This design comes from an exercise in tuning for small area, a short achievable clock period and few clock cycles on the open sky130 flow, not from production work. RTL that was checked went through simulation tests only; none was proved equivalent to the original. No activity file was given, so power comes from the tool's default toggle rates.

Setup of v6:
==> flow/design.v (excerpt) <==
module process(
  input clk,
  input rst,
  input [23:0] in_pix,
  output reg [5:0] row, col,
  output reg out_we,
  output reg [23:0] out_pix,
  output reg mirror_done,
  output reg gray_done,
  output reg filter_done
);
Size in the first run: ~1200 cells after synthesis, ~230 flip-flops, about 66 I/O pins, ~12000 um2 of cells after synthesis.
export LEC_CHECK = 0
export ABC_CLOCK_PERIOD_IN_PS = 2500
export CAP_MARGIN = 20
export CORE_MARGIN = 2
export CORE_UTILIZATION = 40
export SETUP_SLACK_MARGIN = 5
export SLEW_MARGIN = 20
create_clock -name core_clock -period 8.0 [get_ports {clk}]
run.sh (not shown) runs the stock make flow with config.mk's settings and CLKGATE_MAP_FILE= SYNTH_SCRIPT=/design/flow/synth_recipe.tcl, a recipe that flattens the netlist after the stock synthesis.
Testbench counts of v6, summed over its fixed seeds: cycles 309,372.
Changes in v7 relative to v6:
-- flow/design.v --
<<< v6, line 161
wire [7:0] ir = in_pix[23:16];
wire [7:0] cr = cap[23:16], cg = cap[15:8], cb = cap[7:0];
wire rg = cr >= cg, rb = cr >= cb, gb = cg >= cb;
wire [7:0] c_mx = (rg && rb) ? cr : (gb ? cg : cb);
wire [7:0] c_mn = (!rg && !rb) ? cr : (!gb ? cg : cb);
wire [8:0] gsum = c_mx + c_mn;
wire [7:0] gval = gsum[8:1];
reg  [7:0]  gu, gm;               
reg  [7:0]  gl_cur, gl_prev;      
reg  [9:0]  vr;                   
reg  [10:0] tr;                   
reg  [9:0]  ra [0:K-1];           
reg  [9:0]  rv [0:K-1];           
>>> v7, line 161
wire [7:0] ir = in_pix[23:16];
wire [7:0] cr = cap[23:16], cg = cap[15:8], cb = cap[7:0];
wire [7:0] ig = in_pix[15:8], ib = in_pix[7:0];
reg  rg, rb, gb;                  
wire [8:0] s_rg = cr + cg, s_rb = cr + cb, s_gb = cg + cb;
wire [8:0] gsum = (rg != rb) ? s_gb : (rg == gb) ? s_rb : s_rg;
wire [7:0] gval = gsum[8:1];
reg  [7:0]  gu, gm;               
reg  [7:0]  gl_cur, gl_prev;      
reg  [9:0]  vr;                   
reg  [12:0] tr;                   
reg  [9:0]  ra [0:K-1];           
reg  [9:0]  rv [0:K-1];           
<<< v6, line 176
wire [9:0]  vold = t1_c0 ? 10'd0 : rv[0];
wire [12:0] tval = {2'b00, gm, 3'b000} + {4'b0000, gm, 1'b0} - {3'b000, vold};
wire [11:0] anew = {1'b0, tr} - {2'b00, vr};
wire [9:0]  asat = anew[11] ? 10'd0 : (anew[10] ? 10'd1023 : anew[9:0]);
wire [10:0] sraw = {1'b0, ra[0]} - {1'b0, vr};
wire [7:0]  sclamp = sraw[10] ? 8'd0 : (|sraw[9:8] ? 8'd255 : sraw[7:0]);
>>> v7, line 176
wire [9:0]  vold = t1_c0 ? 10'd0 : rv[0];
wire [12:0] tval = {2'b00, gm, 3'b000} + {4'b0000, gm, 1'b0} - {3'b000, vold};
wire [12:0] anew = tr - {3'b000, vr};
wire [9:0]  asat = anew[12] ? 10'd0 : (|anew[11:10] ? 10'd1023 : anew[9:0]);
wire [10:0] sraw = {1'b0, ra[0]} - {1'b0, vr};
wire [7:0]  sclamp = sraw[10] ? 8'd0 : (|sraw[9:8] ? 8'd255 : sraw[7:0]);
<<< v6, line 183
always @(posedge clk) begin
  cap <= in_pix;
  vr <= vsum;
  tr <= tval[12] ? 11'd0 : (tval[11] ? 11'd2047 : tval[10:0]);
  if (t1_sr) begin
    gu <= gm;
>>> v7, line 183
always @(posedge clk) begin
  cap <= in_pix;
  rg <= ir >= ig;
  rb <= ir >= ib;
  gb <= ig >= ib;
  vr <= vsum;
  tr <= tval;
  if (t1_sr) begin
    gu <= gm;
==> comparison <==
Of v7 and v6, v6 shows the higher simple-gate share of the synthesized area, with v7 below it.
Changes observed in v7 relative to v6: initial cell density of the core comparable; worst slack at placement increased by 0.53 ns relative to the old numbers; internal portion of total power lost 0.000099 W; length of routed met3 wiring moved down.
Cell area for v7: about 5% down relative to v6
Function not checked in v7: the RTL went through the layout flow alone.

* * *

Another version of the RTL of process (not shown whole).
Size in the first run: roughly 1200 cells after synthesis, roughly 66 I/O pins, roughly 13000 um^2 of cells after synthesis.
clock: 8.0 ns
lec_check: 0
abc_clock_period_in_ps: 2500
cap_margin: 20
core_margin: 2
core_utilization: 40
cts_cluster_diameter: 120
cts_cluster_size: 25
setup_slack_margin: 5
slew_margin: 20
The baseline passed the timing, design-rule and antenna checks.
==> next run, changes <==
--- a/flow/design.v
+++ b/flow/design.v
@@ -148,47 +148,46 @@
     gray_done <= stage[1];
     filter_done <= (stage == ST_DONE);
   end
 end
 always @(posedge clk) begin
   t0_sr <= n_sr; t0_virt <= n_virt; t0_proc <= n_proc;
   t0_swap <= n_swap; t0_jk <= n_jk; t0_c0 <= c0;
   t1_sr <= t0_sr; t1_virt <= t0_virt; t1_proc <= t0_proc;
   t1_swap <= t0_swap; t1_jk <= t0_jk; t1_c0 <= t0_c0;
   t2_proc <= t1_proc;
 end
-reg  [23:0] cap;
-wire [7:0] ir = in_pix[23:16];
-wire [7:0] cr = cap[23:16], cg = cap[15:8], cb = cap[7:0];
-wire rg = cr >= cg, rb = cr >= cb, gb = cg >= cb;
-wire [8:0] s_rg = cr + cg, s_rb = cr + cb, s_gb = cg + cb;
-wire       med_r = rg ^ rb, med_g = !med_r && (rg == gb), med_b = !med_r && (rg != gb);
-wire [8:0] gsum = ({9{med_r}} & s_gb) | ({9{med_g}} & s_rb) | ({9{med_b}} & s_rg);
-wire [7:0] gval = gsum[8:1];
+wire [7:0] ir = in_pix[23:16], ig = in_pix[15:8], ib = in_pix[7:0];
+wire rg = ir >= ig, rb = ir >= ib, gb = ig >= ib;
+wire [8:0] s_rg = ir + ig, s_rb = ir + ib, s_gb = ig + ib;
+wire [8:0] gsum = (rg != rb) ? s_gb : (rg == gb) ? s_rb : s_rg;
+reg  [7:0] gval;                  
+reg  [7:0] capg;                  
 reg  [7:0]  gu, gm;               
 reg  [7:0]  gl_cur, gl_prev;      
 reg  [9:0]  vr;                   
 reg  [12:0] tr;                   
 reg  [9:0]  ra [0:K-1];           
 reg  [9:0]  rv [0:K-1];           
-wire [7:0]  gnew = t1_virt ? 8'd0 : cap[15:8];
+wire [7:0]  gnew = t1_virt ? 8'd0 : capg;
 wire [9:0]  vsum = gu + gm + gnew;
 wire [9:0]  vold = t1_c0 ? 10'd0 : rv[0];
 wire [12:0] tval = {2'b00, gm, 3'b000} + {4'b0000, gm, 1'b0} - {3'b000, vold};
 wire [12:0] anew = tr - {3'b000, vr};
 wire [9:0]  asat = anew[12] ? 10'd0 : (|anew[11:10] ? 10'd1023 : anew[9:0]);
 wire [10:0] sraw = {1'b0, ra[0]} - {1'b0, vr};
 wire [7:0]  sclamp = sraw[10] ? 8'd0 : (|sraw[9:8] ? 8'd255 : sraw[7:0]);
 integer e;
 always @(posedge clk) begin
-  cap <= in_pix;
+  gval <= gsum[8:1];
+  capg <= ig;
   vr <= vsum;
   tr <= tval;
   if (t1_sr) begin
     gu <= gm;
     gm <= t1_swap ? gu : gnew;
   end
   if (t1_sr && t1_jk) begin
     gl_prev <= gl_cur;
     gl_cur <= gnew;
   end
   if (t2_proc) begin
Result:
- The changed run completed without violations
- die area falls by 6.4%
- count of clock-buffer cells in the layout rises by 1
- wire length falls by 8.3%
- power rises by 39%
- fmax falls by 30%
- setup slack is worse by 1300 ps
- area after synthesis falls by 6.6%
- non-clock buffer count rises by 38
- final area falls by 0.94%
Function was not checked in any run of this note: the RTL went through the layout flow alone.

## afterwards: timing with drivers on the ports
Ports are ideal in the flow. The routed layouts listed here were re-timed in OpenROAD.
Step 1 sets driving cells, clkbuf_16 on the clock port and buf_2 on the other inputs (assumed; they add their load-dependent delay and slew).
Step 2, shift: input delay + t, output delay - t, t = (earliest + latest rising clock arrival at the registers) / 2. This alone moves slack from input paths to output paths.
Slacks: ideal ports / drivers / drivers and shift; pairs: ideal ports / drivers.
run	t, ns	setup WS [ns]	hold slack, ns	worst slew at a driven data input, ns
v6	0.587	4.300 / 4.300 / 4.300	0.322 / 0.322 / 0.322	0.05
v7	0.584	5.027 / 5.009 / 4.508	0.319 / 0.319 / 0.319	0.04
the first run of note 2	0.531	5.041 / 4.988 / 4.709	0.329 / 0.329 / 0.329	0.04
the second run of note 2	0.520	3.772 / 3.768 / 3.248	0.329 / 0.329 / 0.329	0.05
After both steps setup and hold are still met in every run listed. For the second run of note 2, which loses most, drivers alone change the setup slack by -0.004 ns; drivers and shift together by -0.524 ns.
